This design comes from an exercise in tuning for small area, a short achievable clock period and few clock cycles on the open sky130 flow, not from production work. RTL that was checked went through simulation tests only; none was proved equivalent to the original. Function not checked in runs 1 to 5: the RTL went through the layout flow alone. No activity file was given, so power comes from the tool's default toggle rates.

## config.mk

```make
export PLATFORM = sky130hd
export DESIGN_NAME = div
export DESIGN_NICKNAME = div
export VERILOG_FILES = /design/flow/design.v
export SDC_FILE = /design/flow/constraint.sdc
export NUM_CORES = 4
export LEC_CHECK = 0
export CAP_MARGIN = 20
export CORE_MARGIN = 2
export CORE_UTILIZATION = 40
export SETUP_SLACK_MARGIN = 1.0
export SLEW_MARGIN = 20
```

## constraint.sdc

```tcl
create_clock -name core_clock -period 5.0 [get_ports {i_clk}]
set_input_delay 1.0000 -clock core_clock [delete_from_list [all_inputs] [get_ports {i_clk}]]
set_output_delay 1.0000 -clock core_clock [all_outputs]
set_load 0.01 [all_outputs]
```

## design.v

```verilog
`default_nettype	none
module	div(i_clk, i_rst, i_wr, i_signed, i_numerator, i_denominator,
		o_busy, o_valid, o_err, o_quotient, o_flags);
	parameter		BW=32, LGBW = 5;
	input	wire		i_clk, i_rst;
	input	wire		i_wr, i_signed;
	input	wire [(BW-1):0]	i_numerator, i_denominator;
	output	wire		o_busy;
	output	reg		o_valid, o_err;
	output	wire [(BW-1):0]	o_quotient;
	output	wire	[3:0]	o_flags;
	reg			r_norm, r_iter, r_sign, r_nneg, r_dneg, r_c, r_zero;
	reg	[(BW-1):0]	r_dividend, r_divisor, r_quotient;
	reg	[(LGBW-1):0]	r_cnt, r_nlz;
	function [LGBW-1:0] clz;
		input	[BW-1:0]	v;
		integer			i;
		begin
			clz = BW-1;
			for(i=1; i<BW; i=i+1)
				if (v[i])
					clz = BW-1-i;
		end
	endfunction
	wire			n_neg, d_neg;
	wire	[(BW-1):0]	n_ones, d_ones;
	assign	n_neg = (i_signed)&&(i_numerator[BW-1]);
	assign	d_neg = (i_signed)&&(i_denominator[BW-1]);
	assign	n_ones = i_numerator ^ {(BW){n_neg}};
	assign	d_ones = i_denominator ^ {(BW){d_neg}};
	wire	[LGBW:0]	shift;
	wire			n_small;
	assign	shift = { 1'b0, r_cnt } - { 1'b0, r_nlz }
				+ { {(LGBW){1'b0}}, r_nneg };
	assign	n_small = shift[LGBW];
	wire	[(BW+1):0]	sum;
	wire	[(BW-1):0]	diff;
	wire			ge;
	assign	sum = { 1'b0, r_dividend, 1'b1 } + { 1'b0, ~r_divisor, !r_dneg };
	assign	diff = sum[BW:1];
	assign	ge = sum[BW+1];
	wire	zero_divisor, quick, early, last;
	assign	zero_divisor = (r_divisor == 0)&&(!r_dneg);
	assign	quick = (n_small)||(zero_divisor);
	assign	early = (quick)||(!ge);
	assign	last  = (r_cnt == 0);
	assign	o_busy = ((r_norm)&&(!quick))||((r_iter)&&(!last));
	wire	[(2*BW-1):0]	shifted;
	assign	shifted = { r_divisor, {(BW){r_dneg}} } << shift[(LGBW-1):0];
	always @(posedge i_clk)
	if (i_rst)
	begin
		r_norm  <= 1'b0;
		r_iter  <= 1'b0;
		o_valid <= 1'b0;
	end else begin
		r_norm  <= i_wr;
		r_iter  <= ((r_norm)&&(!early))||((r_iter)&&(!last));
		o_valid <= ((r_norm)&&(early))||((r_iter)&&(last));
	end
	always @(posedge i_clk)
		o_err <= (r_norm)&&(zero_divisor);
	always @(posedge i_clk)
	if (i_wr)
	begin
		r_sign <= (n_neg)^(d_neg);
		r_nneg <= n_neg;
		r_dneg <= d_neg;
		r_nlz  <= clz(n_ones);
	end
	always @(posedge i_clk)
	if (i_wr)
		r_dividend <= n_ones + { {(BW-1){1'b0}}, n_neg };
	else if ((ge)&&((r_iter)||((r_norm)&&(r_sign))))
		r_dividend <= diff;
	always @(posedge i_clk)
	if (i_wr)
		r_divisor <= d_ones;
	else if (r_norm)
		r_divisor <= shifted[(2*BW-1):BW];
	else
		r_divisor <= r_divisor >> 1;
	always @(posedge i_clk)
	if (i_wr)
		r_cnt <= clz(d_ones);
	else if (r_norm)
		r_cnt <= shift[(LGBW-1):0];
	else
		r_cnt <= r_cnt - 1'b1;
	always @(posedge i_clk)
	if (r_norm)
		r_zero <= early;
	always @(posedge i_clk)
	if (r_norm)
		r_quotient <= {(BW){r_sign}};
	else
		r_quotient <= { r_quotient[(BW-2):0], (ge ^ r_sign) };
	assign	o_quotient = r_quotient & {(BW){!r_zero}};
	always @(posedge i_clk)
		r_c <= (!r_sign)&&((r_dividend == 0)||(diff == 0));
	assign o_flags = { 1'b0, o_quotient[BW-1], r_c, (o_quotient == 0) };
endmodule
```

## run.sh

```bash
#!/bin/bash
# synth_recipe.tcl (not shown) runs the flow's synth.tcl, then flattens the netlist and writes it again
# the make line also repeats each setting of config.mk as NAME=value (left out here)
make -C /OpenROAD-flow-scripts/flow DESIGN_CONFIG=/design/flow/config.mk WORK_HOME=/design/flow/orfs CLKGATE_MAP_FILE= SYNTH_SCRIPT=/design/flow/synth_recipe.tcl finish
```

==> results.json, run 1 <==
{
  "status": "finished clean",
  "vdd_ir_drop_max_mv": 0.467,
  "synth_simple_gate_area_share": 0.235,
  "htreeDepth": 4,
  "largest_family_of_logic_cells_by_synthesized_area": "compound AO/OA/AOI/OAI gates",
  "drive_above_1_share": 0.0807,
  "vias": 11300,
  "synth-seq-area-share": 0.249,
  "grt_overall_usage": 0.245,
  "number_of_flops_mapped_to_enable_cells_by_yosys": 43,
  "floorplan.rows": 60,
  "numClockSinks": 115,
  "most_frequent_standard_cell_in_the_layout_excluding_fill_and_tap_cells": "nand2_1",
  "synthToLayoutAreaGrowth_pct": 18.6,
  "initial_core_util": 0.407,
  "synthMuxAreaShare": 0.0566,
  "synth-main-ff-cell": "dfxtp_1",
  "timing.clock.skew_ns": 0.0145,
  "ys_async_sr_fraction": 0,
  "fp.coreArea_sq_um": 27000,
  "cp-start-kind": "flop",
  "synth_fa_ha_area_frac": 0.0550,
  "hold_slack_ns": 0.460,
  "fin_tns_setup_ns": 0,
  "drc_errors": 0,
  "tritoncts.num_buffers": 17,
  "r2r.worst_path.cells": 13,
  "worstHoldStart": "r_quotient[2]",
  "r2r_start": "r_divisor[12]",
  "clockPowerShare": 0.161,
  "numPortBuffers": 105,
  "layout_min_cycle_time_ns": 3.85,
  "die_h_um": 170,
  "place_congestion": 0.929,
  "maxSlewHeadroom": 0.254,
  "cts_tree": "built",
  "clock_latency_on_the_worst_skew_pair_ns": 0.44,
  "global_route.usage.met2": 0.386,
  "grt_max_degree": 79,
  "net_switching_share_of_the_total_power": 0.502,
  "antenna_left": 0,
  "synth_compound_area_frac": 0.253,
  "cpMaxStageDelayCell": "dfxtp_2",
  "grt_setup_unrepaired": "false",
  "dr.first_iter.drc_count": 1051,
  "fillers": 2738,
  "route.detailed.vias_per_inst": 6.00,
  "switchingPower_mw": 3.97,
  "worst_setup_hold_path_clk_slew_ns": 0.07,
  "rrSetupSlack_ns": 1.20,
  "worst_stage_delay_on_the_critical_path_ns": 0.35,
  "gr-total-overflow": 0,
  "crit_path_max_fanout": 3,
  "power-per-cell-area_nw_per_um2": 607,
  "syn-instance-count": 1471,
  "synth.distinct_cells": 84,
  "leakage_nw": 5.16,
  "final_cell_mix": "nand2_1 (176), o21ai_0 (134), nor2_1 (128), clkdlybuf4s50_1 (101), inv_1 (97)",
  "part_of_the_total_power_dissipated_in_combinational_logic": 0.635,
  "critical_path_arrival_ns": 2.85,
  "routed_wirelength_um": 35800,
  "io_pins": 107,
  "worst_pin_slew_ns": 1.10,
  "fin_crit_sh": 0.770,
  "first_global_vias": 10100,
  "grt_first_pass_wirelength_um": 55400,
  "postSynthAreaPerCell_sq_um": 7.46,
  "die_width_um": 170,
  "min-delay-path-class": "flop to flop",
  "power_frac_seq": 0.204,
  "final_hpwl_from_detailed_placement_um": 27300,
  "detail_route.first_pass.iterations": 6,
  "min_delay_path_depth": 2,
  "netlist.area_leader.share": 0.131,
  "hold_path_end": "r_quotient[3]",
  "required_worst_endpoint_ns": 4.00,
  "netlist_area_sq_um": 11000,
  "finalNetCount": 1639,
  "crit-reg2reg-capture": "r_dividend[0]",
  "num_antenna_cells": 0,
  "final_max_slew_viol_count": 0,
  "grt_most_used_layer": "met2",
  "maxCapViolations": 0,
  "cts_root_buffer": "clkbuf_16",
  "max-clock-path-buffers": 2,
  "grt.met3_usage": 0.0450,
  "antenna_found_initial": 0,
  "synth_xor_area_frac": 0.0806,
  "mappedNetlistNets": 1586,
  "timing_worst_setup_path_type": "flop to primary output",
  "timing_hold_violations_final": 0,
  "fin_total_pwr_mw": 7.91,
  "achievable-frequency_mhz": 260,
  "detail_route.wl_per_cell_um": 19.1,
  "register_bit_total_from_synthesis": 115,
  "crit_chain": "inv_1 -> ha_1 -> inv_1 -> ha_1 -> a21o_1 -> a21oi_4 -> o21bai_1 -> a21oi_2 -> xor2_2 -> nor2_2 -> nand2_1 -> nand2_1 -> clkdlybuf4s15_1",
  "yosys.area.top_type": "dfxtp_1",
  "finalSetupViolations": 0,
  "use_met1": 0.339,
  "ys_top_cells_by_area": "dfxtp_1 (13%), edfxtp_1 (12%), o21ai_0 (6.2%)",
  "synth-warning-count": 1,
  "total_die_area_sq_um": 28800,
  "end_kind": "primary output",
  "p_int_mw": 3.94
}
cells in the mapped netlist, drive strengths merged (21+ instances only):
cell type / count
o21ai: 139
mux2i: 26
nor4: 30
a21oi: 92
xnor2: 72
a31oi: 21
dfxtp: 72
nor3: 41
nand2: 177
nor2: 130
clkbuf: 81
ha: 45
xor2: 29
inv: 98
nand3: 45
edfxtp: 43
cell type report:
cell class | count | area [sq um] | area share
inverters | 98 | 372 | 0.0285
flip-flops and latches | 115 | 2740 | 0.210
clock inverters | 14 | 151 | 0.0116
clock buffers | 18 | 450 | 0.0346
multi-input cells | 1157 | 7580 | 0.583
repair buffers | 135 | 1300 | 0.0998
well taps | 341 | 427 | 0.0328
through the flow:
stage          utilization  std cells  setup slack (ns)  instance area (sq um)
2_1_floorplan            -       1471              1.05                  11000
3_3_place_gp         0.455       1840             0.631                  12300
3_5_place_dp         0.455       1840             0.547                  12300
4_1_cts              0.479       1873              1.05                  12900
5_1_grt              0.483       1878              1.03                  13000
6_report             0.483       1878              1.15                  13000
timing repair:
action / CTS / global route
buffers inserted: 1 / 5
setup endpoints to repair: 23 / 50
gates resized for setup: 9 / 15
pin swaps: 3 / 3
gates cloned: 0 / 0
hold buffers: 0 / 0
sequential cells by signal (all words and copies together), names as in the netlist:
name	count
r_dividend	32
r_divisor	32
r_quotient	32
r_cnt	5
r_nlz	5
o_err	1
o_valid	1
r_c	1
r_dneg	1
r_iter	1
r_nneg	1
r_norm	1
r_sign	1
r_zero	1
routing by layer:
layer | share of wire | wire (um) | up-vias
li1 | - | - | 5447
met1 | 0.45 | 16200 | 5283
met2 | 0.45 | 16000 | 468
met3 | 0.077 | 2750 | 76
met4 | 0.026 | 949 | 0
met5 | 0 | 0 | -
worst max path at each step:
stage,depth (start not counted),slack [ns],endpoint,start
floorplan,16,1.05,r_dividend[30],i_signed
global placement,14,0.63,r_dividend[30],i_numerator[31]
detailed placement,14,0.55,r_dividend[30],i_numerator[31]
CTS,13,1.05,o_busy,r_cnt[0]
global route,13,1.03,o_busy,r_cnt[0]
finish,13,1.15,o_busy,r_cnt[0]
kinds of logic (layout without fill, tap and decap cells):
logic type	after synthesis	after routing
compound gates	425	425
xor+xnor	101	101
fa+ha+maj	47	47
buf+inv	199	265
flops	115	115
mux	45	45
other cells	1	1
simple gates	538	538
power by group through the flow:
| stage | combinational (mW) | sequential, mW | clock (mW) |
|---|---|---|---|
| detailed placement | 4.77 | 1.62 | 0 |
| global route | 5.45 | 1.64 | 1.32 |
| global placement | 4.74 | 1.62 | 0 |
| CTS | 4.84 | 1.60 | 1.28 |
| finish | 5.02 | 1.62 | 1.27 |
| floorplan | 3.48 | 1.48 | 0 |
critical path: cells and delay by family (launching register included):
family          cells  cell delay [ns]
xor+xnor            1             0.30
buf+inv             3             0.38
compound gates      4             0.63
fa+ha+maj           2             0.47
flops               1             0.35
simple gates        3             0.29
==> inputs of run 2 (changes only) <==
--- a/design.v
+++ b/design.v
@@ -45,8 +45,12 @@
 	assign	early = (quick)||(!ge);
 	assign	last  = (r_cnt == 0);
 	assign	o_busy = ((r_norm)&&(!quick))||((r_iter)&&(!last));
-	wire	[(2*BW-1):0]	shifted;
-	assign	shifted = { r_divisor, {(BW){r_dneg}} } << shift[(LGBW-1):0];
+	wire	[(BW-1):0]	sh0, sh1, sh2, sh3, shifted;
+	assign	sh0 = (shift[0]) ? { r_divisor[(BW-2):0], r_dneg } : r_divisor;
+	assign	sh1 = (shift[1]) ? { sh0[(BW-3):0], {( 2){r_dneg}} } : sh0;
+	assign	sh2 = (shift[2]) ? { sh1[(BW-5):0], {( 4){r_dneg}} } : sh1;
+	assign	sh3 = (shift[3]) ? { sh2[(BW-9):0], {( 8){r_dneg}} } : sh2;
+	assign	shifted = (shift[4]) ? { sh3[(BW-17):0], {(16){r_dneg}} } : sh3;
 	always @(posedge i_clk)
 	if (i_rst)
 	begin
@@ -68,16 +72,24 @@
 		r_dneg <= d_neg;
 		r_nlz  <= clz(n_ones);
 	end
+	reg	[(BW-1):0]	n_below;
+	integer		k;
+	always @(*)
+	begin
+		n_below[0] = 1'b0;
+		for(k=1; k<BW; k=k+1)
+			n_below[k] = n_below[k-1] | i_numerator[k-1];
+	end
 	always @(posedge i_clk)
 	if (i_wr)
-		r_dividend <= n_ones + { {(BW-1){1'b0}}, n_neg };
+		r_dividend <= i_numerator ^ ({(BW){n_neg}} & n_below);
 	else if ((ge)&&((r_iter)||((r_norm)&&(r_sign))))
 		r_dividend <= diff;
 	always @(posedge i_clk)
 	if (i_wr)
 		r_divisor <= d_ones;
 	else if (r_norm)
-		r_divisor <= shifted[(2*BW-1):BW];
+		r_divisor <= shifted;
 	else
 		r_divisor <= r_divisor >> 1;
 	always @(posedge i_clk)
@@ -98,5 +110,5 @@
 	assign	o_quotient = r_quotient & {(BW){!r_zero}};
 	always @(posedge i_clk)
 		r_c <= (!r_sign)&&((r_dividend == 0)||(diff == 0));
-	assign o_flags = { 1'b0, o_quotient[BW-1], r_c, (o_quotient == 0) };
+	assign o_flags = { 1'b0, o_quotient[BW-1], r_c, r_zero };
 endmodule
==> run 2 against run 1 <==
Still clean on timing, DRC and antenna. Power decreased by 2.3%. Setup slack got worse by 0.0018 ns. Global-route usage decreased by 1.0 points. Hold slack got worse by 0.0057 ns. Count of clock-buffer cells in the layout decreased by 1. Register-to-register slack about the same. Sequential share of layout area increased by 0.62 points. Sequential power decreased by 2%. Clock power about the same. Sequential cell count unchanged. First-iteration DRC count increased by 19%. Design area decreased by 2.8%. Critical path type unchanged. Critical endpoint unchanged.
==> results.json, run 2 <==
{
  "status": "finished clean",
  "fin_crit_sh": 0.770,
  "worst_pin_slew_ns": 0.994,
  "gr-total-overflow": 0,
  "synth-main-ff-cell": "dfxtp_1",
  "worstSetupStartpoint": "r_cnt[1]",
  "dr.first_iter.drc_count": 1248,
  "grt_first_pass_wirelength_um": 53000,
  "netlist.area_leader.share": 0.135,
  "numPortBuffers": 105,
  "largest_registers": "r_dividend x32, r_divisor x32, r_quotient x32",
  "vias": 10800,
  "largest_family_of_logic_cells_by_synthesized_area": "compound AO/OA/AOI/OAI gates",
  "num_antenna_cells": 0,
  "antenna_left": 0,
  "syn-instance-count": 1453,
  "route.detailed.vias_per_inst": 5.85,
  "numClockSinks": 115,
  "crit_path_max_fanout": 3,
  "grt_overall_usage": 0.234,
  "final_max_slew_viol_count": 0,
  "cp-start-kind": "flop",
  "maxSlewHeadroom": 0.335,
  "timing_hold_violations_final": 0,
  "fin_tns_setup_ns": 0,
  "final_core_util": 0.486,
  "ys_async_sr_fraction": 0,
  "io_pins": 107,
  "netlist_area_sq_um": 10600,
  "mappedNetlistNets": 1567,
  "synth_xor_area_frac": 0.0732,
  "first_global_vias": 9873,
  "worst_setup_hold_path_clk_slew_ns": 0.06,
  "synth.distinct_cells": 79,
  "total_die_area_sq_um": 27900,
  "maxCapViolations": 0,
  "place_congestion": 0.989,
  "rrSetupSlack_ns": 1.21,
  "fp.coreArea_sq_um": 26100,
  "power-per-cell-area_nw_per_um2": 610,
  "synth-seq-area-share": 0.257,
  "timing_worst_setup_path_type": "flop to primary output",
  "r2r_start": "r_divisor[19]",
  "ys_top_cells_by_area": "dfxtp_1 (14%), edfxtp_1 (12%), nand2_1 (6.6%)",
  "timing.clock.skew_ns": 0.0124,
  "synthMuxAreaShare": 0.0454,
  "achievable-frequency_mhz": 260,
  "vdd_ir_drop_max_mv": 0.281,
  "floorplan.rows": 59,
  "detail_route.first_pass.iterations": 5,
  "end_kind": "primary output",
  "detail_route.wl_per_cell_um": 18.2,
  "r2r.worst_path.cells": 14,
  "synth_fa_ha_area_frac": 0.0555,
  "critical_path_arrival_ns": 2.85,
  "initial_core_util": 0.409,
  "synth-warning-count": 1,
  "cts_root_buffer": "clkbuf_16",
  "drive_above_1_share": 0.0766,
  "postSynthAreaPerCell_sq_um": 7.33,
  "leakage_nw": 5.04,
  "register_bit_total_from_synthesis": 115,
  "ys_top_cells_by_count": "nand2_1 (188), o21ai_0 (138), nor2_1 (134)",
  "grt_setup_unrepaired": "false",
  "die_h_um": 167,
  "placement.setup.worst_slack_ns": 0.620,
  "cts_tree": "built",
  "antenna_found_initial": 0,
  "finalNetCount": 1615,
  "synth_simple_gate_area_share": 0.239,
  "required_worst_endpoint_ns": 4.00,
  "most_frequent_standard_cell_in_the_layout_excluding_fill_and_tap_cells": "nand2_1",
  "clock_latency_on_the_worst_skew_pair_ns": 0.43,
  "finalWorstSetupSlack_ns": 1.15,
  "worstHoldStart": "r_quotient[18]",
  "max-clock-path-buffers": 2,
  "layout_min_cycle_time_ns": 3.85,
  "min_delay_path_depth": 2,
  "htreeDepth": 4,
  "final_hpwl_from_detailed_placement_um": 25400,
  "synth_compound_area_frac": 0.257,
  "number_of_flops_mapped_to_enable_cells_by_yosys": 43,
  "synthToLayoutAreaGrowth_pct": 18.9,
  "routed_wirelength_um": 33600,
  "grt_max_degree": 73,
  "cts_hold_buf": 0,
  "yosys.area.top_type": "dfxtp_1",
  "tritoncts.num_buffers": 17,
  "drc_errors": 0,
  "final_cell_mix": "nand2_1 (188), o21ai_0 (136), nor2_1 (133), clkdlybuf4s50_1 (100), inv_1 (95)",
  "finalSetupViolations": 0,
  "synth.most_common_cell": "nand2_1",
  "die_width_um": 167,
  "min-delay-path-class": "flop to flop"
}
run 2: cell type report:
cell class,count,area [sq um]
Timing Repair Buffer,133,1280
Clock inverter,15,185
Multi-Input combinational cell,1136,7240
Tap cell,335,419
Sequential cell,115,2740
Inverter,98,372
Fill cell,2628,13400
Clock buffer,17,425
run 2: cell families after synthesis:
logic type,count (synthesis)
AOI/OAI and AO/OA,425
xor gates and xnor gates,89
adders and majority gates,46
buffers and inverters,202
DFF,115
muxes,39
other,1
and+or+nand+nor,536
run 2: metal layers:
metal  wire (um)  global-route usage  vias to the layer above
li1            -                   -                     5332
met1       15300               0.324                     5064
met2       15200               0.363                      361
met3        2250              0.0501                       66
met4         897              0.0818                        0
met5           0                   0                        -
run 2: stage by stage:
step | area (sq um) | cells | hold slack, ns | total power [mW]
5_1_grt | 12700 | 1849 | 0.487 | 8.25
3_5_place_dp | 11900 | 1813 | 0.452 | 6.20
3_3_place_gp | 11900 | 1813 | 0.449 | 6.19
2_1_floorplan | 10600 | 1453 | 0.436 | 4.82
4_1_cts | 12600 | 1845 | 0.461 | 7.54
6_report | 12700 | 1849 | 0.454 | 7.72
run 2: power by group:
part / switching [mW] / total, mW / internal (mW) / leakage (nW)
registers: 0.273 / 1.58 / 1.31 / 1.03
clock network: 0.528 / 1.29 / 0.760 / 0.299
logic: 3.05 / 4.85 / 1.80 / 3.72
total: 3.85 / 7.72 / 3.87 / 5.04
run 2: repair_timing:
| item | CTS | global route |
|---|---|---|
| resized for setup | 6 | 19 |
| pin swaps | 1 | 8 |
| setup buffers | 0 | 4 |
| endpoints found under the setup margin | 2 | 41 |
run 2: final timing paths:
check	to
max	o_busy
min	r_quotient[19]
max reg2reg	r_dividend[29]
min reg2reg	r_quotient[19]
run 2: worst max-delay path: stages (launching register included):
cell	delay, ns
dfxtp_2	0.35
ha_1	0.34
ha_1	0.29
a21o_1	0.21
a21oi_4	0.18
o21bai_1	0.10
a21oi_2	0.23
xor2_4	0.27
nor2_2	0.06
nand2_1	0.08
nand2_1	0.07
clkdlybuf4s15_1	0.25
==> inputs of run 3 (changes only) <==
--- a/config.mk
+++ b/config.mk
@@ -8,5 +8,5 @@
 export CAP_MARGIN = 20
 export CORE_MARGIN = 2
 export CORE_UTILIZATION = 40
-export SETUP_SLACK_MARGIN = 1.0
+export SETUP_SLACK_MARGIN = 1.5
 export SLEW_MARGIN = 20
==> run 3 against run 2 <==
Final cell count rose by 1.4%. Fmax up 6.5%. Still clean. Non-clock buffer count rose by 25. Utilization increased by 2.1 points. Sequential cell count is the same. Power increased by 5.2%. Critical endpoint unchanged. Clock power is 5% lower. Critical path depth is 3 lower. Global-route usage grew 0.57 points. Hold slack improved by 0.0022 ns. Sequential power hardly changed. Wire length up 5.2%.
==> results.json, run 3 <==
{
  "number_of_flops_mapped_to_enable_cells_by_yosys": 43,
  "gr-total-overflow": 0,
  "synth-warning-count": 1,
  "synth-seq-area-share": 0.257,
  "synth_fa_ha_area_frac": 0.0555,
  "synth.distinct_cells": 79,
  "clock_latency_on_the_worst_skew_pair_ns": 0.44,
  "cp-start-kind": "flop",
  "mappedNetlistNets": 1567,
  "use_met1": 0.343,
  "critical_path_arrival_ns": 2.62,
  "synth_compound_area_frac": 0.257,
  "ys_top_cells_by_area": "dfxtp_1 (14%), edfxtp_1 (12%), nand2_1 (6.6%)",
  "die_h_um": 167,
  "die_width_um": 167,
  "achievable-frequency_mhz": 276,
  "grt.met3_usage": 0.0407,
  "ys_async_sr_fraction": 0,
  "io_pins": 107,
  "synth.most_common_cell": "nand2_1",
  "global_route.usage.met2": 0.376,
  "grt_overall_usage": 0.240,
  "syn-instance-count": 1453,
  "leakage_nw": 5.20,
  "ys_top_cells_by_count": "nand2_1 (188), o21ai_0 (138), nor2_1 (134)",
  "status": "finished clean",
  "fin_crit_sh": 0.723,
  "worstSetupStartpoint": "r_dneg",
  "maxSlewHeadroom": 0.144,
  "worstHoldStart": "r_quotient[23]",
  "final_hpwl_from_detailed_placement_um": 26000,
  "numClockSinks": 115,
  "vdd_ir_drop_max_mv": 0.276,
  "route.detailed.vias_per_inst": 5.85,
  "numPortBuffers": 105,
  "netlist_area_sq_um": 10600,
  "place_congestion": 0.957,
  "num_antenna_cells": 0,
  "finalNetCount": 1641,
  "max-clock-path-buffers": 2,
  "most_frequent_standard_cell_in_the_layout_excluding_fill_and_tap_cells": "nand2_1",
  "finish.instance_area_sq_um": 13200,
  "synth-main-ff-cell": "dfxtp_1",
  "finalSetupViolations": 0,
  "final_max_slew_viol_count": 0,
  "layout_min_cycle_time_ns": 3.62,
  "fp.coreArea_sq_um": 26100,
  "timing.clock.skew_ns": 0.00874,
  "vias": 11000,
  "drc_errors": 0,
  "worst_pin_slew_ns": 1.27,
  "r2r_start": "r_nlz[0]",
  "largest_registers": "r_dividend x32, r_divisor x32, r_quotient x32",
  "grt_max_degree": 71,
  "netlist.area_leader.share": 0.135,
  "drive_above_1_share": 0.136,
  "grt_setup_unrepaired": "true",
  "end_kind": "primary output",
  "timing_hold_violations_final": 0,
  "crit_path_max_fanout": 5,
  "power-per-cell-area_nw_per_um2": 616,
  "synthMuxAreaShare": 0.0454,
  "antenna_found_initial": 0,
  "min-delay-path-class": "flop to flop",
  "fin_total_pwr_mw": 8.12,
  "timing_worst_setup_path_type": "flop to primary output",
  "required_worst_endpoint_ns": 4.00,
  "placedInstanceArea_sq_um": 11900,
  "routed_wirelength_um": 35400,
  "floorplan.rows": 59,
  "grt_most_used_layer": "met2",
  "register_bit_total_from_synthesis": 115,
  "dr.first_iter.drc_count": 1117,
  "initial_core_util": 0.409,
  "fin_tns_setup_ns": 0,
  "detail_route.first_pass.iterations": 5,
  "detail_route.wl_per_cell_um": 18.9,
  "htreeDepth": 4,
  "synthToLayoutAreaGrowth_pct": 23.9,
  "synth_xor_area_frac": 0.0732,
  "maxCapViolations": 0,
  "grt_first_pass_wirelength_um": 53900,
  "total_die_area_sq_um": 27900,
  "cts_root_buffer": "clkbuf_16",
  "postSynthAreaPerCell_sq_um": 7.33,
  "final_cell_mix": "nand2_1 (184), nor2_1 (130), o21ai_0 (130), inv_1 (89), clkdlybuf4s50_1 (86)",
  "first_global_vias": 9731,
  "largest_family_of_logic_cells_by_synthesized_area": "compound AO/OA/AOI/OAI gates",
  "antenna_left": 0,
  "yosys.area.top_type": "dfxtp_1",
  "tritoncts.num_buffers": 17,
  "worst_setup_hold_path_clk_slew_ns": 0.06,
  "cts_tree": "built",
  "hold_slack_ns": 0.456,
  "synth_simple_gate_area_share": 0.239
}
[run 3: where the power goes]
group / total, mW / internal (mW) / leakage (nW) / switching [mW]
clock network: 1.22 / 0.685 / 0.281 / 0.540
logic: 5.30 / 2.04 / 3.89 / 3.25
registers: 1.60 / 1.31 / 1.03 / 0.286
total: 8.12 / 4.04 / 5.20 / 4.08
[run 3: layout make-up]
type,instances,area (sq um)
Timing Repair Buffer,158,1490
Sequential cell,115,2750
Tap cell,335,419
Fill cell,2546,12900
Timing Repair inverter,1,7.51
Clock buffer,18,450
Clock inverter,14,128
Multi-Input combinational cell,1136,7560
Inverter,98,379
[run 3: final timing paths]
path         cells after the start             end  slack, ns
max reg2reg                     10   r_divisor[30]       1.40
min reg2reg                      2  r_quotient[24]       0.46
max                              8          o_busy       1.38
min                              2  r_quotient[24]       0.46
[run 3: critical path: stages, from the launching register on]
cell and delay (ns):
edfxtp_1 0.51, buf_4 0.21, nor4_1 0.43, nand4_1 0.26, nor3_2 0.41, nor2_4 0.08, nand2_2 0.08, nand2_2 0.07
buf_6 0.12
[run 3: cells by family after synthesis]
logic type	Yosys count
buffers and inverters	202
XOR/XNOR	89
adder cells (fa/ha/maj)	46
AO/OA/AOI/OAI	425
flip-flops	115
multiplexers	39
other	1
AND/OR/NAND/NOR	536
[run 3: timing repair]
action | CTS | global route
gates cloned | 0 | 4
setup endpoints to repair | 65 | 75
hold buffers | 0 | 0
buffers inserted | 14 | 14
resized for setup | 80 | 79
pin swaps | 17 | 25
[run 3: through the flow]
stage | setup WS (ns) | utilization | instances
CTS | 1.38 | 0.489 | 1857
global route | 1.27 | 0.506 | 1875
detailed placement | 0.621 | 0.457 | 1811
global placement | 0.653 | 0.457 | 1811
finish | 1.38 | 0.506 | 1875
floorplan | 1.27 | - | 1453
[run 3: routing by layer]
layer	wire (um)	share of wire
met5	0	0
met4	701	0.020
met3	2200	0.062
met2	16000	0.45
met1	16500	0.47
==> inputs of run 4 (changes only) <==
--- a/design.v
+++ b/design.v
@@ -40,7 +40,8 @@
 	assign	diff = sum[BW:1];
 	assign	ge = sum[BW+1];
 	wire	zero_divisor, quick, early, last;
-	assign	zero_divisor = (r_divisor == 0)&&(!r_dneg);
+	assign	zero_divisor = (r_cnt == {(LGBW){1'b1}})&&(!r_divisor[0])
+				&&(!r_dneg);
 	assign	quick = (n_small)||(zero_divisor);
 	assign	early = (quick)||(!ge);
 	assign	last  = (r_cnt == 0);
@@ -104,11 +105,15 @@
 		r_zero <= early;
 	always @(posedge i_clk)
 	if (r_norm)
-		r_quotient <= {(BW){r_sign}};
+		r_quotient <= {(BW){(r_sign)&&(!early)}};
 	else
 		r_quotient <= { r_quotient[(BW-2):0], (ge ^ r_sign) };
-	assign	o_quotient = r_quotient & {(BW){!r_zero}};
+	assign	o_quotient = r_quotient;
 	always @(posedge i_clk)
-		r_c <= (!r_sign)&&((r_dividend == 0)||(diff == 0));
+	if (r_norm)
+		r_c <= (!r_sign)&&(r_nlz == {(LGBW){1'b1}})
+				&&(!r_dividend[0])&&(!r_nneg);
+	else if (r_iter)
+		r_c <= (r_c)||((!r_sign)&&(diff == 0));
 	assign o_flags = { 1'b0, o_quotient[BW-1], r_c, r_zero };
 endmodule
--- a/config.mk
+++ b/config.mk
@@ -8,5 +8,5 @@
 export CAP_MARGIN = 20
 export CORE_MARGIN = 2
 export CORE_UTILIZATION = 40
-export SETUP_SLACK_MARGIN = 1.5
+export SETUP_SLACK_MARGIN = 1.0
 export SLEW_MARGIN = 20
==> run 4 against run 3 <==
Combinational power fell by 6.4%. Design area fell by 6.4%. Largest power group unchanged. Global-route usage fell by 0.73 points. Still clean.
==> results.json, run 4 <==
{
  "netlist_area_sq_um": 10400,
  "end_kind": "primary output",
  "cp-start-kind": "flop",
  "synth-warning-count": 1,
  "hold_slack_ns": 0.442,
  "io_pins": 107,
  "num_antenna_cells": 0,
  "leakage_nw": 4.88,
  "finalSetupViolations": 0,
  "required_worst_endpoint_ns": 4.00,
  "final_cell_mix": "nand2_1 (170), o21ai_0 (126), inv_1 (105), clkdlybuf4s50_1 (103), nor2_1 (85)",
  "mappedNetlistNets": 1494,
  "initial_core_util": 0.404,
  "die_h_um": 166,
  "final-seq-area_sq_um": 2750,
  "antenna_left": 0,
  "detail_route.first_pass.iterations": 5,
  "crit_chain": "inv_1 -> ha_1 -> ha_1 -> a21o_1 -> a21oi_4 -> o21bai_1 -> a21oi_1 -> xnor2_1 -> o31ai_1 -> o21ai_1 -> dlygate4sd2_1",
  "route.detailed.vias_per_inst": 5.81,
  "total_die_area_sq_um": 27400,
  "worst-path-buf-inv": 2,
  "power-per-cell-area_nw_per_um2": 633,
  "cts_root_buffer": "clkbuf_16",
  "ys_async_sr_fraction": 0,
  "netlist.area_leader.share": 0.136,
  "achievable-frequency_mhz": 263,
  "fp.coreArea_sq_um": 25800,
  "synth.distinct_cells": 86,
  "ys_top_cells_by_area": "dfxtp_1 (14%), edfxtp_1 (13%), o21ai_0 (6.1%)",
  "maxCapViolations": 0,
  "grt_setup_unrepaired": "false",
  "place_inst": 1743,
  "routed_wirelength_um": 32700,
  "worst_pin_slew_ns": 1.00,
  "antenna_found_initial": 0,
  "detail_route.wl_per_cell_um": 18.4,
  "cts_tree": "built",
  "ys_top_cells_by_count": "nand2_1 (170), o21ai_0 (128), inv_1 (105)",
  "place_congestion": 0.907,
  "final_max_slew_viol_count": 0,
  "max-clock-path-buffers": 2,
  "synth-seq-area-share": 0.263,
  "finalNetCount": 1542,
  "tritoncts.num_buffers": 17,
  "fin_tns_setup_ns": 0,
  "timing.clock.skew_ns": 0.0133,
  "synth.most_common_cell": "nand2_1",
  "postSynthAreaPerCell_sq_um": 7.58,
  "drc_errors": 0,
  "floorplan.rows": 59,
  "layout_min_cycle_time_ns": 3.80,
  "cp_top_family": "compound AO/OA/AOI/OAI gates",
  "worst_setup_hold_path_clk_slew_ns": 0.07,
  "fillers": 2611,
  "layoutNonFillerInstCount": 1775,
  "drive_above_1_share": 0.0694,
  "maxSlewHeadroom": 0.330,
  "htreeDepth": 4,
  "numClockSinks": 115,
  "most_frequent_standard_cell_in_the_layout_excluding_fill_and_tap_cells": "nand2_1",
  "vdd_ir_drop_max_mv": 0.276,
  "number_of_flops_mapped_to_enable_cells_by_yosys": 44,
  "post_cts_setup_repair_bufs": 0,
  "critical_path_arrival_ns": 2.80,
  "final_hpwl_from_detailed_placement_um": 24800,
  "largest_registers": "r_dividend x32, r_divisor x32, r_quotient x32",
  "worst_stage_delay_on_the_critical_path_ns": 0.37,
  "final_core_util": 0.478,
  "dr.first_iter.drc_count": 1124,
  "fin_crit_sh": 0.760,
  "timing_hold_violations_final": 0,
  "timing_worst_setup_path_type": "flop to primary output",
  "min-delay-path-class": "flop to flop",
  "register_bit_total_from_synthesis": 115,
  "grt_max_degree": 81,
  "clock_latency_on_the_worst_skew_pair_ns": 0.43,
  "syn-instance-count": 1379,
  "yosys.area.top_type": "dfxtp_1",
  "die_width_um": 166,
  "crit_path_max_fanout": 3,
  "multi_input_area_sq_um": 6960,
  "synth-main-ff-cell": "dfxtp_1",
  "grt_first_pass_wirelength_um": 51600,
  "cpMaxStageDelayCell": "edfxtp_1",
  "first_global_vias": 9417,
  "gr-total-overflow": 0,
  "worst_path_most_repeated_cell": "ha_1",
  "synthToLayoutAreaGrowth_pct": 18.2,
  "grt_overall_usage": 0.233,
  "numPortBuffers": 105,
  "vias": 10300,
  "status": "finished clean"
}
## run 4: layer usage
| metal | track usage | part of all wire | wire (um) | vias to the layer above |
|---|---|---|---|---|
| met5 | 0 | 0 | 0 | - |
| met4 | 0.0662 | 0.022 | 728 | 0 |
| met3 | 0.0382 | 0.072 | 2350 | 52 |
| met2 | 0.368 | 0.45 | 14800 | 427 |
| met1 | 0.328 | 0.45 | 14800 | 4772 |
| li1 | - | - | - | 5064 |
## run 4: area by class of cell
class / count / share of cell area
clock inverters: 14 / 0.0128
inverters: 106 / 0.0325
clock buffers: 18 / 0.0365
repair buffers: 127 / 0.0982
flip-flops and latches: 115 / 0.222
multi-input cells: 1060 / 0.564
well taps: 335 / 0.0339
## run 4: power breakdown
| group | total (mW) | internal (mW) | switching, mW | leakage [nW] |
|---|---|---|---|---|
| combinational | 4.96 | 1.93 | 3.03 | 3.56 |
| sequential | 1.57 | 1.34 | 0.223 | 1.02 |
| clock | 1.29 | 0.742 | 0.547 | 0.299 |
## run 4: final timing paths
check | startpoint | endpoint | slack (ns) | depth (start not counted)
worst max-delay path | r_nlz[1] | o_busy | 1.20 | 11
worst min-delay path | r_quotient[30] | r_quotient[31] | 0.44 | 2
worst max register to register | r_cnt[0] | r_divisor[30] | 1.24 | 13
worst min register to register | r_quotient[30] | r_quotient[31] | 0.44 | 2
## run 4: worst reg2reg max path, cell delays in order, from the launching register on
cell        delay, ns
dfxtp_2          0.35
inv_1            0.09
ha_1             0.28
inv_1            0.06
ha_4             0.16
fa_1             0.55
buf_4            0.28
clkinvlp_4       0.38
mux2i_1          0.35
nor2_1           0.07
a21oi_1          0.27
mux2i_1          0.17
a22oi_1          0.29
o311ai_0         0.18
## run 4: cells by family (layout without fill, tap and decap cells)
logic type,Yosys count,count (layout),synth area share
buffers and inverters,204,265,0.0768
adders and majority gates,47,47,0.0577
DFF,115,115,0.263
and+or+nand+nor,456,456,0.207
other,1,1,0.000359
xor gates and xnor gates,95,95,0.0796
muxes,39,39,0.0507
AOI/OAI and AO/OA,422,422,0.265
## run 4: metrics by stage
| step | instance area (sq um) | power [mW] | setup slack, ns |
|---|---|---|---|
| 6_report | 12300 | 7.82 | 1.20 |
| 5_1_grt | 12300 | 8.40 | 1.01 |
| 4_1_cts | 12300 | 7.74 | 1.14 |
| 3_5_place_dp | 11700 | 6.40 | 0.935 |
| 3_3_place_gp | 11700 | 6.39 | 0.989 |
| 2_1_floorplan | 10500 | 4.98 | 1.52 |
## run 4: repair_timing
item | in CTS | in global routing
endpoints found under the setup margin | 1 | 44
pin swaps | 0 | 0
hold buffers | 0 | 0
resized for setup | 4 | 3
==> inputs of run 5 (changes only) <==
==> flow/run.sh (new file) <==
#!/bin/bash
# Standard layout, with the smallest buffer on every input and output port.
set -euo pipefail
export BUFFER_PORTS_ARGS="-buffer_cell sky130_fd_sc_hd__buf_1"
bash standard.sh > standard.log 2>&1
==> standard.sh (new file) <==
#!/bin/bash
# synth_recipe.tcl (not shown) runs the flow's synth.tcl, then flattens the netlist and writes it again
# the make line also repeats each setting of config.mk as NAME=value (left out here)
make -C /OpenROAD-flow-scripts/flow DESIGN_CONFIG=/design/flow/config.mk WORK_HOME=/design/flow/orfs CLKGATE_MAP_FILE= SYNTH_SCRIPT=/design/flow/synth_recipe.tcl "${@:-finish}"
removed: run.sh
==> run 5 against run 4 <==
Wire length up 0.39%. Setup slack worse by 0.069 ns. Final cell count about the same. Register-to-register slack barely moved. First-iteration DRC count down 10%. Global-route usage hardly changed. Power fell by 2.2%. Fmax fell by 1.8%. Clock skew about the same. Design area fell by 5.5%. Non-clock buffer count shrank 1. Largest cell class unchanged. Largest power group unchanged. Highest routed layer unchanged.
==> results.json, run 5 <==
{
  "status": "finished clean",
  "power_frac_seq": 0.206,
  "min-delay-path-class": "flop to flop",
  "vdd_ir_drop_max_mv": 0.359,
  "postSynthAreaPerCell_sq_um": 7.58,
  "timing_hold_violations_final": 0,
  "netlist_area_sq_um": 10400,
  "antenna_found_initial": 0,
  "layout_min_cycle_time_ns": 3.87,
  "grt_first_pass_wirelength_um": 51500,
  "grt_max_degree": 85,
  "most_frequent_standard_cell_in_the_layout_excluding_fill_and_tap_cells": "nand2_1",
  "fp.coreArea_sq_um": 25800,
  "place_inst": 1741,
  "p_int_mw": 3.85,
  "detail_route.first_pass.iterations": 5,
  "gr-total-overflow": 0,
  "routed_wirelength_um": 32800,
  "number_of_flops_mapped_to_enable_cells_by_yosys": 44,
  "r2r_start": "r_cnt[0]",
  "numPortBuffers": 105,
  "ys_async_sr_fraction": 0,
  "worstSetupStartpoint": "r_cnt[0]",
  "finalWorstSetupSlack_ns": 1.13,
  "io_pins": 107,
  "end_kind": "primary output",
  "fillers": 2640,
  "cts_root_buffer": "clkbuf_16",
  "worstHoldStart": "r_quotient[15]",
  "net_switching_share_of_the_total_power": 0.496,
  "final_max_slew_viol_count": 0,
  "clockPowerShare": 0.162,
  "final_hpwl_from_detailed_placement_um": 25100,
  "die_width_um": 166,
  "mappedNetlistNets": 1494,
  "timing_worst_setup_path_type": "flop to primary output",
  "grt_overall_usage": 0.233,
  "synth.most_common_cell": "nand2_1",
  "synth-seq-area-share": 0.263,
  "layoutNonFillerInstCount": 1774,
  "worst_setup_hold_path_clk_slew_ns": 0.06,
  "final_cell_mix": "nand2_1 (170), o21ai_0 (126), inv_1 (105), buf_1 (104), nor2_1 (85)",
  "fin_tns_setup_ns": 0,
  "floorplan.rows": 59,
  "placement.setup.worst_slack_ns": 1.28,
  "first_global_vias": 9233,
  "clock_latency_on_the_worst_skew_pair_ns": 0.42,
  "cp-start-kind": "flop",
  "maxCapViolations": 0,
  "crit_path_max_fanout": 4,
  "antenna_left": 0,
  "netlist.area_leader.share": 0.136,
  "required_worst_endpoint_ns": 4.00,
  "detail_route.wl_per_cell_um": 18.5,
  "yosys.area.top_type": "dfxtp_1",
  "synthToLayoutAreaGrowth_pct": 11.7,
  "leakage_nw": 4.60,
  "syn-instance-count": 1379,
  "route.detailed.vias_per_inst": 5.87,
  "rrSetupSlack_ns": 1.23,
  "critical_path_arrival_ns": 2.87,
  "register_bit_total_from_synthesis": 115,
  "power-per-cell-area_nw_per_um2": 655,
  "die_h_um": 166,
  "grt_setup_unrepaired": "false",
  "dr.first_iter.drc_count": 1007,
  "initial_core_util": 0.404,
  "timing.clock.skew_ns": 0.0134,
  "place_congestion": 0.964,
  "ys_top_cells_by_area": "dfxtp_1 (14%), edfxtp_1 (13%), o21ai_0 (6.1%)",
  "achievable-frequency_mhz": 259,
  "max-clock-path-buffers": 2,
  "synth-main-ff-cell": "dfxtp_1",
  "finalNetCount": 1541,
  "worst_pin_slew_ns": 0.926,
  "part_of_the_total_power_dissipated_in_combinational_logic": 0.631,
  "drive_above_1_share": 0.0674,
  "fin_crit_sh": 0.774,
  "cts_tree": "built",
  "vias": 10400,
  "cts_hold_buf": 0,
  "synth.distinct_cells": 86,
  "total_die_area_sq_um": 27400,
  "finalSetupViolations": 0,
  "synth-warning-count": 1,
  "numClockSinks": 115,
  "num_antenna_cells": 0,
  "htreeDepth": 4,
  "switchingPower_mw": 3.79,
  "maxSlewHeadroom": 0.378,
  "ys_top_cells_by_count": "nand2_1 (170), o21ai_0 (128), inv_1 (105)",
  "largest_registers": "r_dividend x32, r_divisor x32, r_quotient x32",
  "tritoncts.num_buffers": 17,
  "drc_errors": 0
}
## run 5: changes by cell type in the layout (fill, tap and decap cells not counted), moves of 2 or more
cell             change
clkinvlp_4           -2
buf_1              +104
clkdlybuf4s50_1    -103
buf_4                -2
inv_8                -4
clkinv_2             +2
## run 5: cells by family after synthesis
family,count (synthesis),synth area share
AND/OR/NAND/NOR,456,0.207
AO/OA/AOI/OAI,422,0.265
buffers and inverters,204,0.0768
flip-flops,115,0.263
XOR/XNOR,95,0.0796
adder cells (fa/ha/maj),47,0.0577
multiplexers,39,0.0507
other,1,0.000359
## run 5: worst paths after layout
check | endpoint | depth (start not counted)
setup / recovery | o_busy | 12
hold / removal | r_quotient[16] | 2
setup reg to reg | r_divisor[30] | 12
hold reg to reg | r_quotient[16] | 2
## run 5: final cells by class
| cell class | instances | area (sq um) | area share |
|---|---|---|---|
| flip-flops and latches | 115 | 2740 | 0.235 |
| repair buffers | 126 | 556 | 0.0476 |
| inverters | 106 | 398 | 0.0341 |
| well taps | 335 | 419 | 0.0359 |
| clock buffers | 18 | 450 | 0.0386 |
| clock inverters | 14 | 139 | 0.0119 |
| multi-input cells | 1060 | 6960 | 0.597 |
## run 5: through the flow
stage / hold slack (ns) / total power, mW / utilization / cell area [sq um]
final: 0.439 / 7.64 / 0.452 / 11700
after global routing: 0.464 / 8.20 / 0.452 / 11700
after CTS: 0.441 / 7.53 / 0.450 / 11600
after detailed placement: 0.432 / 6.25 / 0.427 / 11000
after global placement: 0.429 / 6.24 / 0.427 / 11000
after floorplan: 0.432 / 4.98 / - / 10500
## run 5: metal layers
layer,part of all wire,wire length [um],global-route usage
met2,0.45,14700,0.358
met3,0.074,2430,0.0492
met4,0.022,718,0.0662
met5,0,0,0
met1,0.46,15000,0.331
## run 5: what timing repair did
action,in CTS,in global routing
pin swaps,0,1
endpoints found under the hold margin,0,0
setup endpoints to repair,1,36
setup buffers,0,1
resized for setup,2,3
## run 5: power groups by stage
stage          clock, mW  combinational [mW]  sequential (mW)
5_1_grt             1.30                5.29             1.61
3_3_place_gp           0                4.65             1.59
4_1_cts             1.26                4.70             1.57
3_5_place_dp           0                4.66             1.59
2_1_floorplan          0                3.44             1.54
6_report            1.24                4.83             1.58
## run 5: worst max-delay path, stage by stage, from the launching register on
cell      delay [ns]
dfxtp_1         0.40
inv_1           0.12
ha_1            0.21
inv_1           0.10
ha_1            0.25
a21o_1          0.19
a21oi_4         0.21
o21bai_1        0.09
a21oi_1         0.17
xnor2_1         0.14
o31ai_1         0.13
o21ai_1         0.26
buf_1           0.18
==> inputs of run 6 (changes only) <==
--- a/design.v
+++ b/design.v
@@ -28,11 +28,12 @@
 	assign	d_neg = (i_signed)&&(i_denominator[BW-1]);
 	assign	n_ones = i_numerator ^ {(BW){n_neg}};
 	assign	d_ones = i_denominator ^ {(BW){d_neg}};
-	wire	[LGBW:0]	shift;
+	wire	[(BW-1):0]	n_lead;
+	assign	n_lead = (n_neg) ? { n_ones[(BW-2):0], 1'b1 } : i_numerator;
+	wire	[(LGBW-1):0]	shift;
 	wire			n_small;
-	assign	shift = { 1'b0, r_cnt } - { 1'b0, r_nlz }
-				+ { {(LGBW){1'b0}}, r_nneg };
-	assign	n_small = shift[LGBW];
+	assign	shift = r_cnt - r_nlz;
+	assign	n_small = (r_nlz > r_cnt);
 	wire	[(BW+1):0]	sum;
 	wire	[(BW-1):0]	diff;
 	wire			ge;
@@ -71,19 +72,11 @@
 		r_sign <= (n_neg)^(d_neg);
 		r_nneg <= n_neg;
 		r_dneg <= d_neg;
-		r_nlz  <= clz(n_ones);
-	end
-	reg	[(BW-1):0]	n_below;
-	integer		k;
-	always @(*)
-	begin
-		n_below[0] = 1'b0;
-		for(k=1; k<BW; k=k+1)
-			n_below[k] = n_below[k-1] | i_numerator[k-1];
+		r_nlz  <= clz(n_lead);
 	end
 	always @(posedge i_clk)
 	if (i_wr)
-		r_dividend <= i_numerator ^ ({(BW){n_neg}} & n_below);
+		r_dividend <= (n_neg) ? -i_numerator : i_numerator;
 	else if ((ge)&&((r_iter)||((r_norm)&&(r_sign))))
 		r_dividend <= diff;
 	always @(posedge i_clk)
==> run 6 against run 5 <==
Design area down 3.1%. First-iteration DRC count fell by 14%. Non-clock buffer count rose by 1. Highest routed layer unchanged. Wire length fell by 5.2%. Synthesized area shrank 3.0%.
==> results.json, run 6 <==
{
  "crit_path_max_fanout": 32,
  "routed_wirelength_um": 31100,
  "antenna_found_initial": 0,
  "detail_route.wl_per_cell_um": 18.4,
  "drive_above_1_share": 0.0652,
  "initial_core_util": 0.405,
  "register_bit_total_from_synthesis": 115,
  "placedInstanceArea_sq_um": 10700,
  "cts_hold_buf": 0,
  "use_met1": 0.327,
  "synth.distinct_cells": 81,
  "power-per-cell-area_nw_per_um2": 554,
  "grt_most_used_layer": "met2",
  "route.detailed.vias_per_inst": 5.84,
  "finalNetCount": 1463,
  "maxCapViolations": 0,
  "maxSlewHeadroom": 0.318,
  "num_antenna_cells": 0,
  "grt_first_pass_wirelength_um": 49200,
  "achievable-frequency_mhz": 267,
  "timing_hold_violations_final": 0,
  "timing.clock.skew_ns": 0.0114,
  "syn-instance-count": 1307,
  "tritoncts.num_buffers": 17,
  "grt.met3_usage": 0.0399,
  "detail_route.first_pass.iterations": 5,
  "numPortBuffers": 105,
  "min-delay-path-class": "flop to flop",
  "required_worst_endpoint_ns": 5.29,
  "gr-total-overflow": 0,
  "postSynthAreaPerCell_sq_um": 7.75,
  "floorplan.rows": 58,
  "clock_latency_on_the_worst_skew_pair_ns": 0.44,
  "mappedNetlistNets": 1418,
  "drc_errors": 0,
  "clockPowerShare": 0.197,
  "fin_total_pwr_mw": 6.27,
  "switchingPower_mw": 2.93,
  "synth-warning-count": 1,
  "die_h_um": 163,
  "power_frac_seq": 0.236,
  "netlist.area_leader.share": 0.140,
  "grt_setup_unrepaired": "false",
  "cts_root_buffer": "clkbuf_16",
  "worst_stage_delay_on_the_critical_path_ns": 0.41,
  "fin_tns_setup_ns": 0,
  "worst_setup_hold_path_clk_slew_ns": 0.07,
  "final_cell_mix": "nand2_1 (158), o21ai_0 (113), buf_1 (104), inv_1 (93), a21oi_1 (77)",
  "place_congestion": 0.916,
  "number_of_flops_mapped_to_enable_cells_by_yosys": 44,
  "cp-start-kind": "flop",
  "max-clock-path-buffers": 2,
  "leakage_nw": 4.44,
  "first_global_vias": 9065,
  "fp.coreArea_sq_um": 25000,
  "ys_top_cells_by_area": "dfxtp_1 (14%), edfxtp_1 (13%), nand2_1 (5.9%)",
  "netlist_area_sq_um": 10100,
  "crit_chain": "inv_1 -> ha_1 -> a21o_1 -> a21o_1 -> a21oi_2 -> o21ai_1 -> a311o_1 -> o221a_4 -> o22a_1 -> a31oi_4 -> o21a_1 -> nand4b_1 -> buf_4 -> o21ai_0",
  "global_route.usage.met2": 0.369,
  "synth.most_common_cell": "nand2_1",
  "die_width_um": 163,
  "part_of_the_total_power_dissipated_in_combinational_logic": 0.567,
  "p_int_mw": 3.34,
  "vias": 9894,
  "most_frequent_standard_cell_in_the_layout_excluding_fill_and_tap_cells": "nand2_1",
  "io_pins": 107,
  "net_switching_share_of_the_total_power": 0.468,
  "post_cts_setup_repair_bufs": 0,
  "grt_max_degree": 76,
  "antenna_left": 0,
  "synthToLayoutAreaGrowth_pct": 11.6,
  "numClockSinks": 115,
  "end_kind": "flop",
  "final_max_slew_viol_count": 0,
  "layout_min_cycle_time_ns": 3.75,
  "synth-main-ff-cell": "dfxtp_1",
  "hold_slack_ns": 0.443,
  "htreeDepth": 4,
  "yosys.area.top_type": "dfxtp_1",
  "ys_async_sr_fraction": 0,
  "total_die_area_sq_um": 26600,
  "timing_worst_setup_path_type": "flop to flop",
  "vdd_ir_drop_max_mv": 0.228,
  "final_hpwl_from_detailed_placement_um": 23200,
  "synth-seq-area-share": 0.271,
  "ys_top_cells_by_count": "nand2_1 (158), o21ai_0 (113), inv_1 (93)",
  "largest_registers": "r_dividend x32, r_divisor x32, r_quotient x32",
  "dr.first_iter.drc_count": 870,
  "status": "finished clean",
  "cpMaxStageDelayCell": "dfxtp_1",
  "grt_overall_usage": 0.233,
  "cts_tree": "built",
  "worst_path_most_repeated_cell": "a21o_1",
  "worst_pin_slew_ns": 1.02,
  "critical_path_arrival_ns": 4.04,
  "fin_crit_sh": 0.750,
  "finish.instance_area_sq_um": 11300,
  "finalSetupViolations": 0,
  "ctsResizeCount": 0
}
run 6: changes by cell type after synthesis, sizes merged, moves of 7 or more:
cell / before / now
a211oi: 4 / 13
o21ai: 145 / 126
nor2: 86 / 76
o21bai: 13 / 6
or3: 24 / 16
nand2: 171 / 158
inv: 105 / 93
and3: 22 / 9
o21a: 11 / 4
nand3: 43 / 33
mux2i: 27 / 34
run 6: metrics by stage:
step	worst slack, ns	cells	utilization
floorplan	1.42	1307	-
global placement	1.06	1662	0.428
detailed placement	0.981	1662	0.428
CTS	1.27	1694	0.451
global route	1.01	1695	0.452
finish	1.25	1695	0.452
run 6: power groups by stage:
stage               clock, mW  sequential [mW]  combinational (mW)
global route             1.28             1.51                3.91
finish                   1.23             1.48                3.56
floorplan                   0             1.44                2.59
CTS                      1.24             1.47                3.49
detailed placement          0             1.49                3.46
global placement            0             1.49                3.45
run 6: kinds of logic (layout without fill, tap and decap cells):
logic type                 Yosys count  in the layout  synth area share
AOI/OAI and AO/OA                  385            385             0.245
xor gates and xnor gates            96             96            0.0830
adders and majority gates           43             43            0.0546
buffers and inverters              195            253            0.0757
DFF                                115            115             0.271
muxes                               52             52            0.0714
other                                1              1          0.000370
and+or+nand+nor                    420            420             0.199
run 6: worst paths after layout:
check / start / endpoint / slack (ns) / cells after the start
max: r_divisor[9] / r_quotient[31] / 1.25 / 14
min: r_quotient[8] / r_quotient[9] / 0.44 / 2
max reg2reg: r_divisor[9] / r_quotient[31] / 1.25 / 14
min reg2reg: r_quotient[8] / r_quotient[9] / 0.44 / 2
run 6: per-layer routing:
| metal | wire [um] | vias to the layer above |
|---|---|---|
| met4 | 604 | 0 |
| met1 | 14300 | 4671 |
| met3 | 2050 | 38 |
| met5 | 0 | - |
| li1 | - | 4818 |
| met2 | 14200 | 367 |
run 6: worst max-delay path, delay by kind of cell (launching register included):
kind	cells	cell delay (ns)
simple gates	1	0.15
buf+inv	2	0.38
flops	1	0.41
compound gates	10	2.28
fa+ha+maj	1	0.38
run 6: area by class of cell:
type	instances	area, sq um
Inverter	94	353
Sequential cell	115	2740
Clock inverter	15	155
Tap cell	330	413
Fill cell	2535	13700
Timing Repair Buffer	127	563
Multi-Input combinational cell	997	6660
Clock buffer	17	425
Testbench counts of run 6, summed over its fixed seeds: cycles 22,269.
==> inputs of run 7 (changes only) <==
--- a/config.mk
+++ b/config.mk
@@ -8,5 +8,5 @@
 export CAP_MARGIN = 20
 export CORE_MARGIN = 2
 export CORE_UTILIZATION = 40
-export SETUP_SLACK_MARGIN = 1.0
+export SETUP_SLACK_MARGIN = 2.0
 export SLEW_MARGIN = 20
==> run 7 against run 6 <==
First-iteration DRC count grew 13%. Wire length rose by 11%. Synthesized area stayed put. Setup slack gained 0.35 ns. Clock skew increased by 0.0027 ns. Fmax rose by 10%. Clock power about the same. Utilization grew 7.3 points. Register-to-register slack improved by 0.35 ns. Largest cell class unchanged. Largest power group unchanged.
==> results.json, run 7 <==
{
  "status": "finished clean",
  "cts_tree": "built",
  "grt_first_pass_wirelength_um": 52100,
  "numClockSinks": 115,
  "synth.distinct_cells": 81,
  "vdd_ir_drop_max_mv": 0.294,
  "grt_setup_unrepaired": "true",
  "layout_min_cycle_time_ns": 3.40,
  "finalSetupViolations": 0,
  "synth-seq-area-share": 0.271,
  "cts_hold_buf": 0,
  "leakage_nw": 5.11,
  "cp-start-kind": "flop",
  "critical_path_arrival_ns": 3.67,
  "fp.coreArea_sq_um": 25000,
  "detail_route.first_pass.iterations": 5,
  "timing.clock.skew_ns": 0.0140,
  "floorplan.rows": 58,
  "num_antenna_cells": 0,
  "final_cell_mix": "nand2_1 (155), buf_1 (92), inv_1 (87), o21ai_0 (73), nor2_1 (72)",
  "final_max_slew_viol_count": 0,
  "tritoncts.num_buffers": 17,
  "power-per-cell-area_nw_per_um2": 571,
  "detail_route.wl_per_cell_um": 19.5,
  "fin_total_pwr_mw": 7.50,
  "topRoutingLayerUsed": "met4",
  "final-seq-area_sq_um": 2790,
  "largest_registers": "r_dividend x32, r_divisor x32, r_quotient x32",
  "placement.setup.worst_slack_ns": 0.998,
  "cts_root_buffer": "clkbuf_16",
  "ys_top_cells_by_count": "nand2_1 (158), o21ai_0 (113), inv_1 (93)",
  "synth-warning-count": 1,
  "antenna_left": 0,
  "most_frequent_standard_cell_in_the_layout_excluding_fill_and_tap_cells": "nand2_1",
  "drc_errors": 0,
  "initial_core_util": 0.405,
  "clock_latency_on_the_worst_skew_pair_ns": 0.44,
  "routed_wirelength_um": 34600,
  "final_core_util": 0.525,
  "rrSetupSlack_ns": 1.60,
  "io_pins": 107,
  "maxSlewHeadroom": 0.494,
  "met2RoutedLength_um": 15800,
  "end_kind": "flop",
  "postSynthAreaPerCell_sq_um": 7.75,
  "finalWorstSetupSlack_ns": 1.60,
  "numPortBuffers": 105,
  "fillers": 2294,
  "total_die_area_sq_um": 26600,
  "required_worst_endpoint_ns": 5.27,
  "register_bit_total_from_synthesis": 115,
  "place_congestion": 0.908,
  "syn-instance-count": 1307,
  "vias": 10500,
  "route.detailed.vias_per_inst": 5.89,
  "synth-main-ff-cell": "dfxtp_1",
  "synthToLayoutAreaGrowth_pct": 29.7,
  "drive_above_1_share": 0.241,
  "max-clock-path-buffers": 2,
  "min-delay-path-class": "flop to flop",
  "mappedNetlistNets": 1418,
  "maxCapViolations": 0,
  "timing_hold_violations_final": 0,
  "worst_pin_slew_ns": 0.759,
  "grt_overall_usage": 0.249,
  "achievable-frequency_mhz": 294,
  "dr.first_iter.drc_count": 980,
  "gr-total-overflow": 0,
  "die_h_um": 163,
  "number_of_flops_mapped_to_enable_cells_by_yosys": 44,
  "crit_path_max_fanout": 2,
  "timing_worst_setup_path_type": "flop to flop",
  "fin_crit_sh": 0.680,
  "multi_input_area_sq_um": 7570,
  "worst_setup_hold_path_clk_slew_ns": 0.07,
  "netlist.area_leader.share": 0.140,
  "ys_async_sr_fraction": 0,
  "htreeDepth": 4,
  "first_global_vias": 9578,
  "fin_tns_setup_ns": 0,
  "finalNetCount": 1543,
  "netlist_area_sq_um": 10100,
  "grt_max_degree": 77,
  "routed_length_on_met1_um": 15000,
  "die_width_um": 163,
  "antenna_found_initial": 0,
  "yosys.area.top_type": "dfxtp_1",
  "ys_top_cells_by_area": "dfxtp_1 (14%), edfxtp_1 (13%), nand2_1 (5.9%)",
  "synth.most_common_cell": "nand2_1",
  "met3RoutedLength_um": 2430,
  "final_hpwl_from_detailed_placement_um": 23200
}
run 7: cell counts after synthesis:
Identical to the previous run, type by type.
run 7: report_power, final:
part           internal [mW]  switching, mW  total, mW
combinational           2.13           2.65       4.78
sequential              1.30          0.211       1.51
clock                  0.665          0.549       1.21
total                   4.09           3.41       7.50
run 7: timing repair:
item,CTS,global route
cloned,8,2
resized for setup,108,169
endpoints found under the setup margin,113,114
pin swaps,36,44
setup buffers,36,37
run 7: cells by family (layout without fill, tap and decap cells):
group                    after synthesis  count (layout)  synth area share
multiplexers                          52              52            0.0714
flip-flops                           115             115             0.271
AO/OA/AOI/OAI                        385             386             0.245
XOR/XNOR                              96              97            0.0830
other                                  1               1          0.000370
buffers and inverters                195             331            0.0757
adder cells (fa/ha/maj)               43              43            0.0546
AND/OR/NAND/NOR                      420             420             0.199
run 7: stage by stage:
stage               instances  hold WS [ns]  area [sq um]
CTS                      1736         0.435         12200
global placement         1660         0.432         10800
finish                   1775         0.442         13100
floorplan                1307         0.432         10300
detailed placement       1660         0.432         10800
global route             1775         0.460         13100
run 7: metal layers:
metal  vias up  track usage
li1       4987            -
met1      4945        0.333
met2       434        0.387
met3        95       0.0495
met4         0        0.112
met5         -            0
run 7: critical path, cell delays in order, from the launching register on:
cell	delay [ns]
edfxtp_1	0.51
fa_2	0.28
nand2b_4	0.12
a21boi_2	0.06
o21ai_2	0.15
nand2b_1	0.08
a21oi_1	0.26
o21ai_1	0.17
nor2b_1	0.18
o311a_1	0.37
nand4b_1	0.24
nor4bb_1	0.38
nand4b_1	0.23
o31ai_2	0.22
run 7: path summary, 6_finish.rpt:
kind / startpoint / depth (start not counted) / endpoint
worst min register to register: r_quotient[1] / 2 / r_quotient[2]
worst min-delay path: r_quotient[1] / 2 / r_quotient[2]
worst max register to register: r_dneg / 13 / r_c
worst max-delay path: r_dneg / 13 / r_c
run 7: cell type report:
| class | count | share of cell area |
|---|---|---|
| Multi-Input combinational cell | 999 | 0.576 |
| Sequential cell | 115 | 0.212 |
| Timing Repair Buffer | 203 | 0.107 |
| Clock buffer | 17 | 0.0324 |
| Tap cell | 330 | 0.0314 |
| Inverter | 94 | 0.0286 |
| Clock inverter | 15 | 0.0120 |
| Timing Repair inverter | 2 | 0.00105 |
==> inputs of run 8 (changes only) <==
--- a/config.mk
+++ b/config.mk
@@ -8,5 +8,5 @@
 export CAP_MARGIN = 20
 export CORE_MARGIN = 2
 export CORE_UTILIZATION = 40
-export SETUP_SLACK_MARGIN = 2.0
+export SETUP_SLACK_MARGIN = 1.5
 export SLEW_MARGIN = 20
==> run 8 against run 7 <==
Still clean on timing, DRC and antenna. Final cell count shrank 3.2%. Fmax about the same. Power decreased by 13%. Largest cell class unchanged.
==> results.json, run 8 <==
{
  "r2r.worst_path.cells": 14,
  "finish.instance_area_sq_um": 11700,
  "grt_overall_usage": 0.234,
  "antenna_left": 0,
  "critical_path_arrival_ns": 3.68,
  "synthToLayoutAreaGrowth_pct": 15.9,
  "min_delay_path_depth": 2,
  "fp.coreArea_sq_um": 25000,
  "r2r_start": "r_divisor[14]",
  "final_hpwl_from_detailed_placement_um": 23200,
  "netlist.area_leader.share": 0.140,
  "ys_top_cells_by_count": "nand2_1 (158), o21ai_0 (113), inv_1 (93)",
  "layout_min_cycle_time_ns": 3.40,
  "worst_setup_hold_path_clk_slew_ns": 0.06,
  "yosys.area.top_type": "dfxtp_1",
  "drc_errors": 0,
  "most_frequent_standard_cell_in_the_layout_excluding_fill_and_tap_cells": "nand2_1",
  "synth.distinct_cells": 81,
  "timing_worst_setup_path_type": "flop to flop",
  "fin_crit_sh": 0.680,
  "number_of_flops_mapped_to_enable_cells_by_yosys": 44,
  "cts_hold_buf": 0,
  "synth-main-ff-cell": "dfxtp_1",
  "timing.clock.skew_ns": 0.0199,
  "fin_tns_setup_ns": 0,
  "synth-warning-count": 1,
  "die_width_um": 163,
  "numPortBuffers": 105,
  "finalSetupViolations": 0,
  "grt_setup_unrepaired": "true",
  "timing_hold_violations_final": 0,
  "crit_path_max_fanout": 7,
  "placedInstanceArea_sq_um": 10800,
  "grt_first_pass_wirelength_um": 49100,
  "netlist_area_sq_um": 10100,
  "die_h_um": 163,
  "maxSlewHeadroom": 0.334,
  "numClockSinks": 115,
  "detail_route.wl_per_cell_um": 18.4,
  "vdd_ir_drop_max_mv": 0.238,
  "first_global_vias": 9078,
  "worst_pin_slew_ns": 0.991,
  "crit-reg2reg-capture": "r_c",
  "leakage_nw": 4.58,
  "met2RoutedLength_um": 14300,
  "route.detailed.vias_per_inst": 5.82,
  "postSynthAreaPerCell_sq_um": 7.75,
  "htreeDepth": 4,
  "largest_registers": "r_dividend x32, r_divisor x32, r_quotient x32",
  "cts_root_buffer": "clkbuf_16",
  "io_pins": 107,
  "min-delay-path-class": "flop to flop",
  "max-clock-path-buffers": 2,
  "tritoncts.num_buffers": 17,
  "vias": 10000,
  "drive_above_1_share": 0.116,
  "status": "finished clean",
  "routed_wirelength_um": 31600,
  "clock_latency_on_the_worst_skew_pair_ns": 0.44,
  "initial_core_util": 0.405,
  "ys_async_sr_fraction": 0,
  "power-per-cell-area_nw_per_um2": 559,
  "worstHoldStart": "r_quotient[30]",
  "met3RoutedLength_um": 1950,
  "routed_length_on_met1_um": 14400,
  "ys_top_cells_by_area": "dfxtp_1 (14%), edfxtp_1 (13%), nand2_1 (5.9%)",
  "fillers": 2515,
  "register_bit_total_from_synthesis": 115,
  "final_max_slew_viol_count": 0,
  "cp-start-kind": "flop",
  "final-seq-area_sq_um": 2770
}
run 8: final cells by class:
cell class,count,share of cell area
Clock inverter,15,0.0132
Timing Repair inverter,1,0.000426
Timing Repair Buffer,148,0.0633
Tap cell,330,0.0351
Clock buffer,17,0.0362
Sequential cell,115,0.236
Inverter,94,0.0304
Multi-Input combinational cell,998,0.586
run 8: cell families after synthesis:
logic type / after synthesis / synth area share
xor+xnor: 96 / 0.0830
other cells: 1 / 0.000370
simple gates: 420 / 0.199
buf+inv: 195 / 0.0757
flops: 115 / 0.271
fa+ha+maj: 43 / 0.0546
mux: 52 / 0.0714
compound gates: 385 / 0.245
run 8: timing repair:
action / 4_1_cts / 5_1_grt
buffers inserted: 6 / 11
pin swaps: 1 / 28
gates resized for setup: 16 / 59
gates cloned: 1 / 1
setup endpoints to repair: 69 / 75
run 8: power breakdown:
| group | switching, mW | total (mW) | internal (mW) | leakage (nW) |
|---|---|---|---|---|
| combinational | 2.29 | 3.86 | 1.57 | 3.27 |
| sequential | 0.199 | 1.49 | 1.29 | 1.02 |
| clock | 0.549 | 1.22 | 0.666 | 0.285 |
| total | 3.03 | 6.56 | 3.53 | 4.58 |
run 8: worst max path at each step:
| stage | startpoint | endpoint | slack [ns] |
|---|---|---|---|
| 3_3_place_gp | r_divisor[0] | r_quotient[8] | 0.90 |
| 6_report | r_divisor[14] | r_c | 1.60 |
| 5_1_grt | i_numerator[0] | r_nlz[0] | 1.46 |
| 2_1_floorplan | i_numerator[6] | r_dividend[29] | 1.54 |
| 4_1_cts | r_divisor[0] | r_c | 1.50 |
| 3_5_place_dp | r_divisor[0] | r_quotient[8] | 0.87 |
run 8: per-stage QoR:
stage / power, mW / hold WS (ns) / setup WS, ns / util / cells
after detailed placement: 4.96 / 0.436 / 0.867 / 0.430 / 1667
after CTS: 6.27 / 0.445 / 1.50 / 0.458 / 1706
final: 6.56 / 0.443 / 1.60 / 0.469 / 1718
after floorplan: 4.04 / 0.432 / 1.54 / - / 1307
after global routing: 6.98 / 0.453 / 1.46 / 0.469 / 1718
after global placement: 4.94 / 0.430 / 0.900 / 0.430 / 1667
run 8: metal layers:
metal	up-vias	GRT usage
met5	-	0
li1	4869	-
met4	0	0.0780
met2	343	0.361
met3	64	0.0404
met1	4729	0.331
run 8: critical path, cell delays in order, from the launching register on:
cell and delay, ns:
dfxtp_1 0.30, buf_4 0.16, inv_1 0.09, ha_2 0.43, and3_4 0.23, and2_1 0.19, nand4_1 0.11, o31a_1 0.36
and2_4 0.19, xnor2_2 0.18, and4_1 0.24, nand4b_1 0.10, and4bb_1 0.27, nand4b_1 0.17, o31ai_2 0.24

Re-timed with assumed drivers on the ports (clkbuf_16 on the clock, buf_2 on other inputs), run 8 has 1.561 ns of setup slack against 1.598 ns with ideal ports, and 1.281 ns once port delays also move by the mid clock arrival of 0.477 ns.
